From an optimization exercise on the open Yosys and OpenROAD flow, aimed at a short achievable clock period and few clock cycles; shortcuts taken in it are not production practice. Only simulation tests tie the RTL to the original design; equivalence was not proved.

==> sierra: inputs <==
==> flow/design.v <==
`timescale 1ns / 1ps
module rv32i_cpu (
    input  wire        clk,
    input  wire        reset,
    output wire [31:0] imem_addr,
    input  wire [31:0] imem_rdata,
    output wire [31:0] dmem_addr,
    output wire [31:0] dmem_wdata,
    output wire        dmem_we,
    output wire [3:0]  dmem_be,
    input  wire [31:0] dmem_rdata
);
    reg  [29:0] pc;             
    reg         f_valid;
    reg  [29:0] f_pc;
    reg  [31:0] f_ins;
    reg         f_r, f_i, f_ld, f_st, f_br, f_jal, f_jalr, f_lui, f_auipc;
    reg         f_use1, f_use2, f_brs2, f_wr, f_bpred;
    reg         e_wr, e_ld, e_st;                  
    reg         e_beq;                             
    reg         e_blt;                             
    reg         e_jalr;                            
    reg  [3:0]  e_rd;
    reg  [31:0] e_a, e_b, e_bx, e_sd, e_pass;      
    reg         r_sum, r_xor, r_or, r_and, r_sll, r_sr, r_slt, r_sltu, r_pass;
    reg         e_sub, e_sra;
    reg  [2:0]  e_f3;
    reg         e_pred;                            
    reg         e_d_m;                             
    reg  [31:0] e_sa;                              
    reg  [4:0]  e_sh;                              
    reg  [29:0] e_alt;                             
    reg         m_wr, m_we, m_mis;                 
    reg         m_ld, m_jalr;
    reg  [3:0]  m_rd;
    reg  [31:0] m_res;
    reg  [29:0] m_alt;
    reg  [29:0] m_tgt;                             
    reg  [2:0]  m_f3;
    reg  [3:0]  m_be;
    reg  [31:0] m_wdata;
    reg         w_wr;
    reg  [3:0]  w_rd;
    reg  [31:0] w_val;
    reg  [31:0] rf [0:15];
    reg  [15:0] rfv;
    wire        stall;
    wire        id_redirect;
    wire [29:0] id_target;
    wire        ex_redirect;
    wire [29:0] ex_target;
    wire        mem_redirect = m_mis;
    wire [29:0] mem_target   = m_jalr ? m_tgt : m_alt;
    wire [31:0] fi = imem_rdata;
    wire fi_br  = (fi[6:0] == 7'b1100011);
    wire [7:0]  blo  = {fi[29:25], fi[11:9]};
    wire [8:0]  bsum = {1'b0, pc[7:0]} + {1'b0, blo};
    wire take_b = fi_br & fi[31] & fi[30] & fi[7] & bsum[8];
    wire [29:0] pc_inc   = pc + 30'd1;
    wire [29:0] t_b      = {pc[29:8], bsum[7:0]};
    wire        use_pred = ~mem_redirect & ~ex_redirect & ~id_redirect & ~stall;
    wire [29:0] pc_other = mem_redirect ? mem_target :
                           ex_redirect  ? ex_target  :
                           id_redirect  ? id_target  : pc;
    wire [29:0] pc_next  = ({30{use_pred &  take_b}} & t_b) |
                           ({30{use_pred & ~take_b}} & pc_inc) |
                           ({30{~use_pred}} & pc_other);
    assign imem_addr = {pc, 2'b00};
    always @(posedge clk or posedge reset) begin
        if (reset)
            pc <= 30'd0;
        else
            pc <= pc_next;
    end
    always @(posedge clk or posedge reset) begin
        if (reset)
            f_valid <= 1'b0;
        else if (mem_redirect | ex_redirect | id_redirect)
            f_valid <= 1'b0;
        else if (!stall)
            f_valid <= 1'b1;
    end
    wire fd_r     = (fi[6:0] == 7'b0110011);
    wire fd_i     = (fi[6:0] == 7'b0010011);
    wire fd_ld    = (fi[6:0] == 7'b0000011);
    wire fd_st    = (fi[6:0] == 7'b0100011);
    wire fd_jal   = (fi[6:0] == 7'b1101111);
    wire fd_jalr  = (fi[6:0] == 7'b1100111);
    wire fd_lui   = (fi[6:0] == 7'b0110111);
    wire fd_auipc = (fi[6:0] == 7'b0010111);
    always @(posedge clk) begin
        if (!stall) begin
            f_pc     <= pc;
            f_ins    <= fi;
            f_r      <= fd_r;
            f_i      <= fd_i;
            f_ld     <= fd_ld;
            f_st     <= fd_st;
            f_br     <= fi_br;
            f_jal    <= fd_jal;
            f_jalr   <= fd_jalr;
            f_lui    <= fd_lui;
            f_auipc  <= fd_auipc;
            f_use1   <= fd_r | fd_i | fd_ld | fd_st | fi_br | fd_jalr;
            f_use2   <= fd_r | fd_st | fi_br;
            f_brs2   <= fd_r | fi_br;
            f_wr     <= (fd_r | fd_i | fd_ld | fd_jal | fd_jalr | fd_lui | fd_auipc) &
                        (fi[10:7] != 4'd0);
            f_bpred  <= take_b;
        end
    end
    wire [2:0] f3  = f_ins[14:12];
    wire [3:0] rd  = f_ins[10:7];
    wire [3:0] rs1 = f_ins[18:15];
    wire [3:0] rs2 = f_ins[23:20];
    wire [31:0] imm_i  = {{20{f_ins[31]}}, f_ins[31:20]};
    wire [31:0] imm_s  = {{20{f_ins[31]}}, f_ins[31:25], f_ins[11:7]};
    wire [29:0] imm_bw = {{20{f_ins[31]}}, f_ins[7], f_ins[30:25], f_ins[11:9]};
    wire [29:0] imm_jw = {{12{f_ins[31]}}, f_ins[19:12], f_ins[20], f_ins[30:22]};
    wire [29:0] pc_p1  = f_pc + 30'd1;
    wire [19:0] pc_up  = f_pc[29:10] + f_ins[31:12];
    wire [31:0] d_pass = f_lui   ? {f_ins[31:12], 12'b0} :
                         f_auipc ? {pc_up, f_pc[9:0], 2'b00} : {pc_p1, 2'b00};
    wire [29:0] alt_b  = f_pc + imm_bw;
    wire [29:0] d_alt  = f_bpred ? pc_p1 : alt_b;
    assign id_redirect = f_valid & f_jal & ~mem_redirect & ~ex_redirect;
    assign id_target   = f_pc + imm_jw;
    reg  [31:0] ld_val;
    wire [31:0] mem_val = m_ld ? ld_val : m_res;
    wire [31:0] rf1 = (rs1 != 4'd0 && rfv[rs1]) ? rf[rs1] : 32'd0;
    wire [31:0] rf2 = (rs2 != 4'd0 && rfv[rs2]) ? rf[rs2] : 32'd0;
    wire a_mem = m_wr & (m_rd == rs1);
    wire a_wb  = w_wr & (w_rd == rs1);
    wire b_mem = m_wr & (m_rd == rs2);
    wire b_wb  = w_wr & (w_rd == rs2);
    wire [31:0] d_v1 = a_mem ? mem_val : (a_wb ? w_val : rf1);
    wire [31:0] d_v2 = b_mem ? mem_val : (b_wb ? w_val : rf2);
    wire [31:0] d_b   = f_brs2 ? d_v2 : (f_st ? imm_s : imm_i);
    wire        d_sub = (f_r & f_ins[30] & f3 == 3'b000) |
                        ((f_r | f_i) & f3[2:1] == 2'b01) | f_br;
    wire d_shift = (f_r | f_i) & (f3[1:0] == 2'b01);
    wire a_ex = e_wr & (e_rd == rs1);
    wire b_ex = e_wr & (e_rd == rs2) & f_brs2;
    wire d_ex = e_wr & (e_rd == rs2);
    assign stall = f_valid & e_ld & ((f_use1 & (e_rd == rs1)) | (f_use2 & (e_rd == rs2)));
    wire kill = mem_redirect | ex_redirect | stall | ~f_valid;
    always @(posedge clk or posedge reset) begin
        if (reset) begin
            e_wr   <= 1'b0;
            e_ld   <= 1'b0;
            e_st   <= 1'b0;
            e_beq  <= 1'b0;
            e_blt  <= 1'b0;
            e_jalr <= 1'b0;
        end else begin
            e_wr   <= f_wr & ~kill;
            e_ld   <= f_ld & f_wr & ~kill;
            e_st   <= f_st & ~kill;
            e_beq  <= f_br & ~f3[2] & ~kill;
            e_blt  <= f_br & f3[2] & ~kill;
            e_jalr <= f_jalr & ~kill;
        end
    end
    wire [31:0] sum;
    wire [31:0] res_o;                             
    wire a_s  = a_ex & r_sum;
    wire a_o  = a_ex & ~r_sum;
    wire b_s  = b_ex & r_sum;
    wire b_o  = b_ex & ~r_sum;
    always @(posedge clk) begin
        e_rd   <= rd;
        e_a    <= ({32{a_s}} & sum) | ({32{a_o}} & res_o) | ({32{~a_ex}} & d_v1);
        e_b    <= ({32{b_s}} & sum) | ({32{b_o}} & res_o) | ({32{~b_ex}} & d_b);
        e_bx   <= ({32{b_s & ~d_sub}} & sum) | ({32{b_s & d_sub}} & ~sum) |
                  ({32{b_o}} & (res_o ^ {32{d_sub}})) |
                  ({32{~b_ex}} & (d_b ^ {32{d_sub}}));
        e_sd   <= d_v2;
        if (d_shift) begin
            e_sa <= ({32{a_s}} & sum) | ({32{a_o}} & res_o) | ({32{~a_ex}} & d_v1);
            e_sh <= ({5{b_s}} & sum[4:0]) | ({5{b_o}} & res_o[4:0]) | ({5{~b_ex}} & d_b[4:0]);
        end
        e_d_m  <= d_ex;
        e_pass <= d_pass;
        r_sum  <= ((f_r | f_i) & f3 == 3'b000) | f_ld | f_st;
        r_sll  <= (f_r | f_i) & f3 == 3'b001;
        r_slt  <= (f_r | f_i) & f3 == 3'b010;
        r_sltu <= (f_r | f_i) & f3 == 3'b011;
        r_xor  <= (f_r | f_i) & f3 == 3'b100;
        r_sr   <= (f_r | f_i) & f3 == 3'b101;
        r_or   <= (f_r | f_i) & f3 == 3'b110;
        r_and  <= (f_r | f_i) & f3 == 3'b111;
        r_pass <= f_jal | f_jalr | f_lui | f_auipc;
        e_sub  <= d_sub;
        e_sra  <= f_ins[30];
        e_f3   <= f3;
        e_pred <= f_bpred;
        e_alt  <= d_alt;
    end
    wire [31:0] A  = e_a;
    wire [31:0] B  = e_b;
    wire [31:0] SD = e_d_m ? m_res : e_sd;      
    wire [32:0] ad  = {1'b0, A} + {1'b0, e_bx} + {32'd0, e_sub};
    assign sum = ad[31:0];
    wire ltu = ~ad[32];
    wire lt  = (A[31] ^ B[31]) ? A[31] : ad[31];
    wire eq  = (A == B);
    wire [4:0]  sh   = e_sh;
    wire [31:0] sll  = e_sa << sh;
    wire [32:0] sra_in = {e_sra & e_sa[31], e_sa};
    wire [32:0] sr33 = $signed(sra_in) >>> sh;
    wire [31:0] sr   = sr33[31:0];
    assign res_o = ({32{r_xor}}  & (A ^ B))
                 | ({32{r_or}}   & (A | B))
                 | ({32{r_and}}  & (A & B))
                 | ({32{r_sll}}  & sll)
                 | ({32{r_sr}}   & sr)
                 | ({32{r_slt}}  & {31'd0, lt})
                 | ({32{r_sltu}} & {31'd0, ltu})
                 | ({32{r_pass}} & e_pass);
    wire beq_taken = eq ^ e_f3[0];
    assign ex_redirect = e_beq & (beq_taken ^ e_pred);
    assign ex_target   = e_alt;
    wire blt_taken = (e_f3[1] ? ltu : lt) ^ e_f3[0];
    wire ex_mis    = e_jalr | (e_blt & (blt_taken ^ e_pred));
    reg [3:0]  st_be;
    reg [31:0] st_data;
    always @(*) begin
        case (e_f3[1:0])
            2'b00: begin
                st_data = {4{SD[7:0]}};
                st_be   = 4'b0001 << sum[1:0];
            end
            2'b01: begin
                st_data = {2{SD[15:0]}};
                st_be   = sum[1] ? 4'b1100 : 4'b0011;
            end
            default: begin
                st_data = SD;
                st_be   = 4'b1111;
            end
        endcase
    end
    always @(posedge clk or posedge reset) begin
        if (reset) begin
            m_wr  <= 1'b0;
            m_we  <= 1'b0;
            m_mis <= 1'b0;
        end else begin
            m_wr  <= e_wr & ~mem_redirect;
            m_we  <= e_st & ~mem_redirect;
            m_mis <= ex_mis & ~mem_redirect;
        end
    end
    always @(posedge clk) begin
        m_ld    <= e_ld;
        m_jalr  <= e_jalr;
        m_rd    <= e_rd;
        m_res   <= r_sum ? sum : res_o;
        m_alt   <= e_alt;
        m_tgt   <= sum[31:2];
        m_f3    <= e_f3;
        m_be    <= st_be;
        m_wdata <= st_data;
    end
    assign dmem_addr  = m_res;
    assign dmem_wdata = m_wdata;
    assign dmem_we    = m_we;
    assign dmem_be    = m_be;
    always @(*) begin
        case (m_f3[1:0])
            2'b00: begin
                case (m_res[1:0])
                    2'b00: ld_val = {{24{~m_f3[2] & dmem_rdata[7]}},  dmem_rdata[7:0]};
                    2'b01: ld_val = {{24{~m_f3[2] & dmem_rdata[15]}}, dmem_rdata[15:8]};
                    2'b10: ld_val = {{24{~m_f3[2] & dmem_rdata[23]}}, dmem_rdata[23:16]};
                    default: ld_val = {{24{~m_f3[2] & dmem_rdata[31]}}, dmem_rdata[31:24]};
                endcase
            end
            2'b01: begin
                if (m_res[1])
                    ld_val = {{16{~m_f3[2] & dmem_rdata[31]}}, dmem_rdata[31:16]};
                else
                    ld_val = {{16{~m_f3[2] & dmem_rdata[15]}}, dmem_rdata[15:0]};
            end
            default: ld_val = dmem_rdata;
        endcase
    end
    always @(posedge clk or posedge reset) begin
        if (reset)
            w_wr <= 1'b0;
        else
            w_wr <= m_wr;
    end
    always @(posedge clk) begin
        w_rd  <= m_rd;
        w_val <= mem_val;
    end
    always @(posedge clk or posedge reset) begin
        if (reset)
            rfv <= 16'd0;
        else if (w_wr)
            rfv[w_rd] <= 1'b1;
    end
    always @(posedge clk) begin
        if (w_wr)
            rf[w_rd] <= w_val;
    end
endmodule
==> flow/run.sh <==
#!/bin/bash
# synth_recipe.tcl (not shown) runs the flow's synth.tcl, then flattens the netlist and writes it again
# the make line also repeats each setting of config.mk as NAME=value (left out here)
make -C /OpenROAD-flow-scripts/flow DESIGN_CONFIG=/design/flow/config.mk WORK_HOME=/design/flow/orfs CLKGATE_MAP_FILE= SYNTH_SCRIPT=/design/flow/synth_recipe.tcl finish
==> flow/config.mk <==
export PLATFORM = sky130hd
export DESIGN_NAME = rv32i_cpu
export DESIGN_NICKNAME = rv32i_cpu
export VERILOG_FILES = /design/flow/design.v
export SDC_FILE = /design/flow/constraint.sdc
export NUM_CORES = 4
export LEC_CHECK = 0
export ABC_CLOCK_PERIOD_IN_PS = 2500
export CAP_MARGIN = 20
export CORE_MARGIN = 2
export CORE_UTILIZATION = 40
export SETUP_SLACK_MARGIN = 5
export SLEW_MARGIN = 20
==> flow/constraint.sdc <==
create_clock -name core_clock -period 8.0 [get_ports {clk}]
set_input_delay 1.6000 -clock core_clock [delete_from_list [all_inputs] [get_ports {clk}]]
set_output_delay 1.6000 -clock core_clock [all_outputs]
set_load 0.01 [all_outputs]
==> inputs of nickel, as changes to sierra <==
--- a/flow/design.v
+++ b/flow/design.v
@@ -12,3 +12,4 @@
 );
-    reg  [29:0] pc;             
+    reg  [29:0] pa, pt;
+    wire [29:0] pc = pa | pt;
     reg         f_valid;
@@ -17,3 +18,3 @@
     reg         f_r, f_i, f_ld, f_st, f_br, f_jal, f_jalr, f_lui, f_auipc;
-    reg         f_use1, f_use2, f_brs2, f_wr, f_bpred;
+    reg         f_use1, f_use2, f_brs2, f_wr, f_bpred, f_jpred;
     reg         e_wr, e_ld, e_st;                  
@@ -28,2 +29,5 @@
     reg         e_pred;                            
+    reg         e_k;                               
+    reg         e_addi;                            
+    reg  [31:0] e_nimm;                            
     reg         e_d_m;                             
@@ -48,2 +52,3 @@
     wire        id_redirect;
+    wire        id_redir0;                         
     wire [29:0] id_target;
@@ -55,2 +60,3 @@
     wire fi_br  = (fi[6:0] == 7'b1100011);
+    wire fi_jal = (fi[6:0] == 7'b1101111);
     wire [7:0]  blo  = {fi[29:25], fi[11:9]};
@@ -58,17 +64,26 @@
     wire take_b = fi_br & fi[31] & fi[30] & fi[7] & bsum[8];
+    wire [7:0]  jlo  = fi[29:22];
+    wire [8:0]  jsum = {1'b0, pc[7:0]} + {1'b0, jlo};
+    wire j_short = (fi[30] == fi[31]) & (fi[20] == fi[31]) & (fi[19:12] == {8{fi[31]}});
+    wire take_j = fi_jal & j_short & (jsum[8] == fi[31]);
+    wire take   = take_b | take_j;
     wire [29:0] pc_inc   = pc + 30'd1;
-    wire [29:0] t_b      = {pc[29:8], bsum[7:0]};
-    wire        use_pred = ~mem_redirect & ~ex_redirect & ~id_redirect & ~stall;
-    wire [29:0] pc_other = mem_redirect ? mem_target :
-                           ex_redirect  ? ex_target  :
-                           id_redirect  ? id_target  : pc;
-    wire [29:0] pc_next  = ({30{use_pred &  take_b}} & t_b) |
-                           ({30{use_pred & ~take_b}} & pc_inc) |
-                           ({30{~use_pred}} & pc_other);
+    wire [29:0] t_bj     = {pc[29:8], take_j ? jsum[7:0] : bsum[7:0]};
+    wire        ex_go   = ex_redirect & ~mem_redirect;
+    wire [29:0] pa_rest = mem_redirect ? mem_target :
+                          id_redir0    ? id_target  :
+                          stall        ? pa         :
+                          take         ? 30'd0      : pc_inc;
+    wire [29:0] pt_rest = (mem_redirect | id_redir0) ? 30'd0 :
+                          stall        ? pt         :
+                          take         ? t_bj       : 30'd0;
     assign imem_addr = {pc, 2'b00};
     always @(posedge clk or posedge reset) begin
-        if (reset)
-            pc <= 30'd0;
-        else
-            pc <= pc_next;
+        if (reset) begin
+            pa <= 30'd0;
+            pt <= 30'd0;
+        end else begin
+            pa <= ex_go ? ex_target : pa_rest;
+            pt <= ex_go ? 30'd0     : pt_rest;
+        end
     end
@@ -77,6 +92,4 @@
             f_valid <= 1'b0;
-        else if (mem_redirect | ex_redirect | id_redirect)
-            f_valid <= 1'b0;
-        else if (!stall)
-            f_valid <= 1'b1;
+        else
+            f_valid <= ~ex_go & ~mem_redirect & ~id_redir0 & (f_valid | ~stall);
     end
@@ -109,2 +122,3 @@
             f_bpred  <= take_b;
+            f_jpred  <= take_j;
         end
@@ -124,5 +138,16 @@
     wire [29:0] alt_b  = f_pc + imm_bw;
-    wire [29:0] d_alt  = f_bpred ? pc_p1 : alt_b;
-    assign id_redirect = f_valid & f_jal & ~mem_redirect & ~ex_redirect;
-    assign id_target   = f_pc + imm_jw;
+    wire j_fuse = f_jalr & e_wr & (e_rd == rs1) & r_pass;
+    wire [31:0] j_sum = e_pass + imm_i;
+    wire z_fuse = f_br & ~f3[2] & (rs2 == 4'd0) & e_wr & (e_rd == rs1) & e_addi;
+    wire z_zero = (e_a == e_nimm);
+    wire z_taken = z_zero ^ f3[0];
+    wire z_mis  = z_fuse & (z_taken ^ f_bpred);
+    wire j_mis  = f_jal & ~f_jpred;
+    assign id_redir0   = f_valid & (j_mis | j_fuse | z_mis) & ~mem_redirect;
+    assign id_redirect = id_redir0 & ~ex_redirect;
+    assign id_target   = j_mis  ? (f_pc + imm_jw) :
+                         j_fuse ? j_sum[31:2] :
+                         z_taken ? alt_b : pc_p1;
+    wire d_pred = z_fuse ? z_taken : f_bpred;
+    wire [29:0] d_alt  = d_pred ? pc_p1 : alt_b;
     reg  [31:0] ld_val;
@@ -160,3 +185,3 @@
             e_blt  <= f_br & f3[2] & ~kill;
-            e_jalr <= f_jalr & ~kill;
+            e_jalr <= f_jalr & ~j_fuse & ~kill;
         end
@@ -177,6 +202,4 @@
         e_sd   <= d_v2;
-        if (d_shift) begin
-            e_sa <= ({32{a_s}} & sum) | ({32{a_o}} & res_o) | ({32{~a_ex}} & d_v1);
-            e_sh <= ({5{b_s}} & sum[4:0]) | ({5{b_o}} & res_o[4:0]) | ({5{~b_ex}} & d_b[4:0]);
-        end
+        e_sa   <= (({32{a_s}} & sum) | ({32{a_o}} & res_o) | ({32{~a_ex}} & d_v1)) & {32{d_shift}};
+        e_sh   <= (({5{b_s}} & sum[4:0]) | ({5{b_o}} & res_o[4:0]) | ({5{~b_ex}} & d_b[4:0])) & {5{d_shift}};
         e_d_m  <= d_ex;
@@ -195,4 +218,7 @@
         e_f3   <= f3;
-        e_pred <= f_bpred;
+        e_pred <= d_pred;
+        e_k    <= f3[0] ^ d_pred;
         e_alt  <= d_alt;
+        e_addi <= f_i & (f3 == 3'b000);
+        e_nimm <= 32'd0 - imm_i;
     end
@@ -219,4 +245,3 @@
                  | ({32{r_pass}} & e_pass);
-    wire beq_taken = eq ^ e_f3[0];
-    assign ex_redirect = e_beq & (beq_taken ^ e_pred);
+    assign ex_redirect = e_beq & (eq ^ e_k);
     assign ex_target   = e_alt;
==> inputs of cedar, as changes to sierra <==
--- a/flow/design.v
+++ b/flow/design.v
@@ -28,5 +28,2 @@
     reg         e_pred;                            
-    reg         e_d_m;                             
-    reg  [31:0] e_sa;                              
-    reg  [4:0]  e_sh;                              
     reg  [29:0] e_alt;                             
@@ -36,4 +33,4 @@
     reg  [31:0] m_res;
+    reg  [31:0] m_addr;
     reg  [29:0] m_alt;
-    reg  [29:0] m_tgt;                             
     reg  [2:0]  m_f3;
@@ -52,3 +49,3 @@
     wire        mem_redirect = m_mis;
-    wire [29:0] mem_target   = m_jalr ? m_tgt : m_alt;
+    wire [29:0] mem_target   = m_jalr ? m_addr[31:2] : m_alt;
     wire [31:0] fi = imem_rdata;
@@ -140,3 +137,2 @@
                         ((f_r | f_i) & f3[2:1] == 2'b01) | f_br;
-    wire d_shift = (f_r | f_i) & (f3[1:0] == 2'b01);
     wire a_ex = e_wr & (e_rd == rs1);
@@ -169,2 +165,4 @@
     wire b_o  = b_ex & ~r_sum;
+    wire d_s  = d_ex & r_sum;
+    wire d_o  = d_ex & ~r_sum;
     always @(posedge clk) begin
@@ -176,8 +174,3 @@
                   ({32{~b_ex}} & (d_b ^ {32{d_sub}}));
-        e_sd   <= d_v2;
-        if (d_shift) begin
-            e_sa <= ({32{a_s}} & sum) | ({32{a_o}} & res_o) | ({32{~a_ex}} & d_v1);
-            e_sh <= ({5{b_s}} & sum[4:0]) | ({5{b_o}} & res_o[4:0]) | ({5{~b_ex}} & d_b[4:0]);
-        end
-        e_d_m  <= d_ex;
+        e_sd   <= ({32{d_s}} & sum) | ({32{d_o}} & res_o) | ({32{~d_ex}} & d_v2);
         e_pass <= d_pass;
@@ -200,3 +193,3 @@
     wire [31:0] B  = e_b;
-    wire [31:0] SD = e_d_m ? m_res : e_sd;      
+    wire [31:0] SD = e_sd;
     wire [32:0] ad  = {1'b0, A} + {1'b0, e_bx} + {32'd0, e_sub};
@@ -206,5 +199,5 @@
     wire eq  = (A == B);
-    wire [4:0]  sh   = e_sh;
-    wire [31:0] sll  = e_sa << sh;
-    wire [32:0] sra_in = {e_sra & e_sa[31], e_sa};
+    wire [4:0]  sh   = B[4:0];
+    wire [31:0] sll  = A << sh;
+    wire [32:0] sra_in = {e_sra & A[31], A};
     wire [32:0] sr33 = $signed(sra_in) >>> sh;
@@ -258,4 +251,4 @@
         m_res   <= r_sum ? sum : res_o;
+        m_addr  <= sum;
         m_alt   <= e_alt;
-        m_tgt   <= sum[31:2];
         m_f3    <= e_f3;
@@ -264,3 +257,3 @@
     end
-    assign dmem_addr  = m_res;
+    assign dmem_addr  = m_addr;
     assign dmem_wdata = m_wdata;
@@ -271,3 +264,3 @@
             2'b00: begin
-                case (m_res[1:0])
+                case (m_addr[1:0])
                     2'b00: ld_val = {{24{~m_f3[2] & dmem_rdata[7]}},  dmem_rdata[7:0]};
@@ -279,3 +272,3 @@
             2'b01: begin
-                if (m_res[1])
+                if (m_addr[1])
                     ld_val = {{16{~m_f3[2] & dmem_rdata[31]}}, dmem_rdata[31:16]};
==> impl_metrics.json <==
{
  "outcome": "timing/DRC/antenna clean",
  "die_y_microns": 378,
  "synth-xor-area-share_pct": 3.29,
  "first_iter_violations": 5640,
  "netlist_top_cells_area": "edfxtp_1 (33%), mux4_2 (16%), dfxtp_1 (14%)",
  "synthCells": 4487,
  "multi_input_area_sq_um": 29300,
  "period_share_pct": 44.8,
  "worstSetupPathType": "in2reg",
  "numClockSinks": 1063,
  "core_sq_um": 139000,
  "wl_microns": 216000,
  "crit_path_start_kind": "input pin",
  "synth_common_cells": "edfxtp_1 (618), dfxtp_1 (389), mux4_2 (388)",
  "wl_per_cell_microns": 31.3
}
# the run above: sierra

==> impl_metrics.json <==
{
  "cts-buffers-inserted": 109,
  "synth-xor-area-share_pct": 3.34,
  "outcome": "timing/DRC/antenna clean",
  "die_y_microns": 373,
  "grt-ovfl-total": 0,
  "synthCells": 4435,
  "max_freq_mhz": 291,
  "period_share_pct": 43.0,
  "worstPathArrival_ns": 4.03,
  "netlist_top_cells_area": "edfxtp_1 (32%), mux4_2 (16%), dfxtp_1 (14%)",
  "clkCellAreaFrac_pct": 5.57,
  "multi_input_area_sq_um": 28900,
  "crit_path_start_kind": "input pin",
  "core_sq_um": 135000,
  "wl_microns": 218000,
  "worstSetupPathType": "in2reg",
  "reg2reg_slack_ns": 4.56,
  "wl_per_cell_microns": 32.3,
  "top_layer": "met5"
}
# the run above: cedar

==> impl_metrics.json <==
{
  "first_iter_violations": 6589,
  "synthCells": 5098,
  "wl_microns": 242000,
  "mostFrequentLayoutCells": "edfxtp_1 (582), mux4_2 (401), dfxtp_1 (357), buf_4 (349), nand2_1 (308)",
  "core_sq_um": 150000,
  "netlist_top_cells_area": "edfxtp_1 (29%), mux4_2 (15%), dfxtp_1 (15%)",
  "synth-xor-area-share_pct": 3.83,
  "numClockSinks": 1110,
  "outcome": "timing/DRC/antenna clean",
  "period_share_pct": 45.9,
  "wl_per_cell_microns": 31.4,
  "synth_edf_count": 582,
  "die_y_microns": 392,
  "multi_input_area_sq_um": 33500,
  "switching_share_pct": 35.0,
  "synth_common_cells": "edfxtp_1 (582), dfxtp_1 (441), mux4_2 (401)"
}
# the run above: nickel

Testbench counts of sierra, summed over its fixed seeds: cycles 59,877.
Testbench counts of nickel, summed over its fixed seeds: cycles 56,829.
Testbench counts of cedar, summed over its fixed seeds: cycles 59,877.

==> separate check: timing with driven ports <==
The flow's constraints put no driver on any port. The routed layouts listed below were extracted and timed again, unchanged, in two steps.
Step 1: set_driving_cell puts a clkbuf_16 on clk and a buf_2 on each other input, an assumption about the parent block.
Step 2 also shifts input and output timing later by t, the mid clock arrival at the registers, as if the neighbouring blocks saw the same clock.
a / b / c = no drivers / after step 1 / after step 2; a / b = the first two.
run	shift t [ns]	setup WS [ns]	latest minus earliest clock arrival (ns)
sierra	0.801	4.418 / 4.440 / 3.639	0.104 / 0.104
nickel	0.831	4.331 / 4.331 / 3.723	0.150 / 0.150
cedar	0.841	4.559 / 4.562 / 3.762	0.072 / 0.071
After both steps setup and hold are still met in every run listed. For cedar, which loses most, drivers alone change the setup slack by +0.003 ns; drivers and shift together by -0.797 ns.
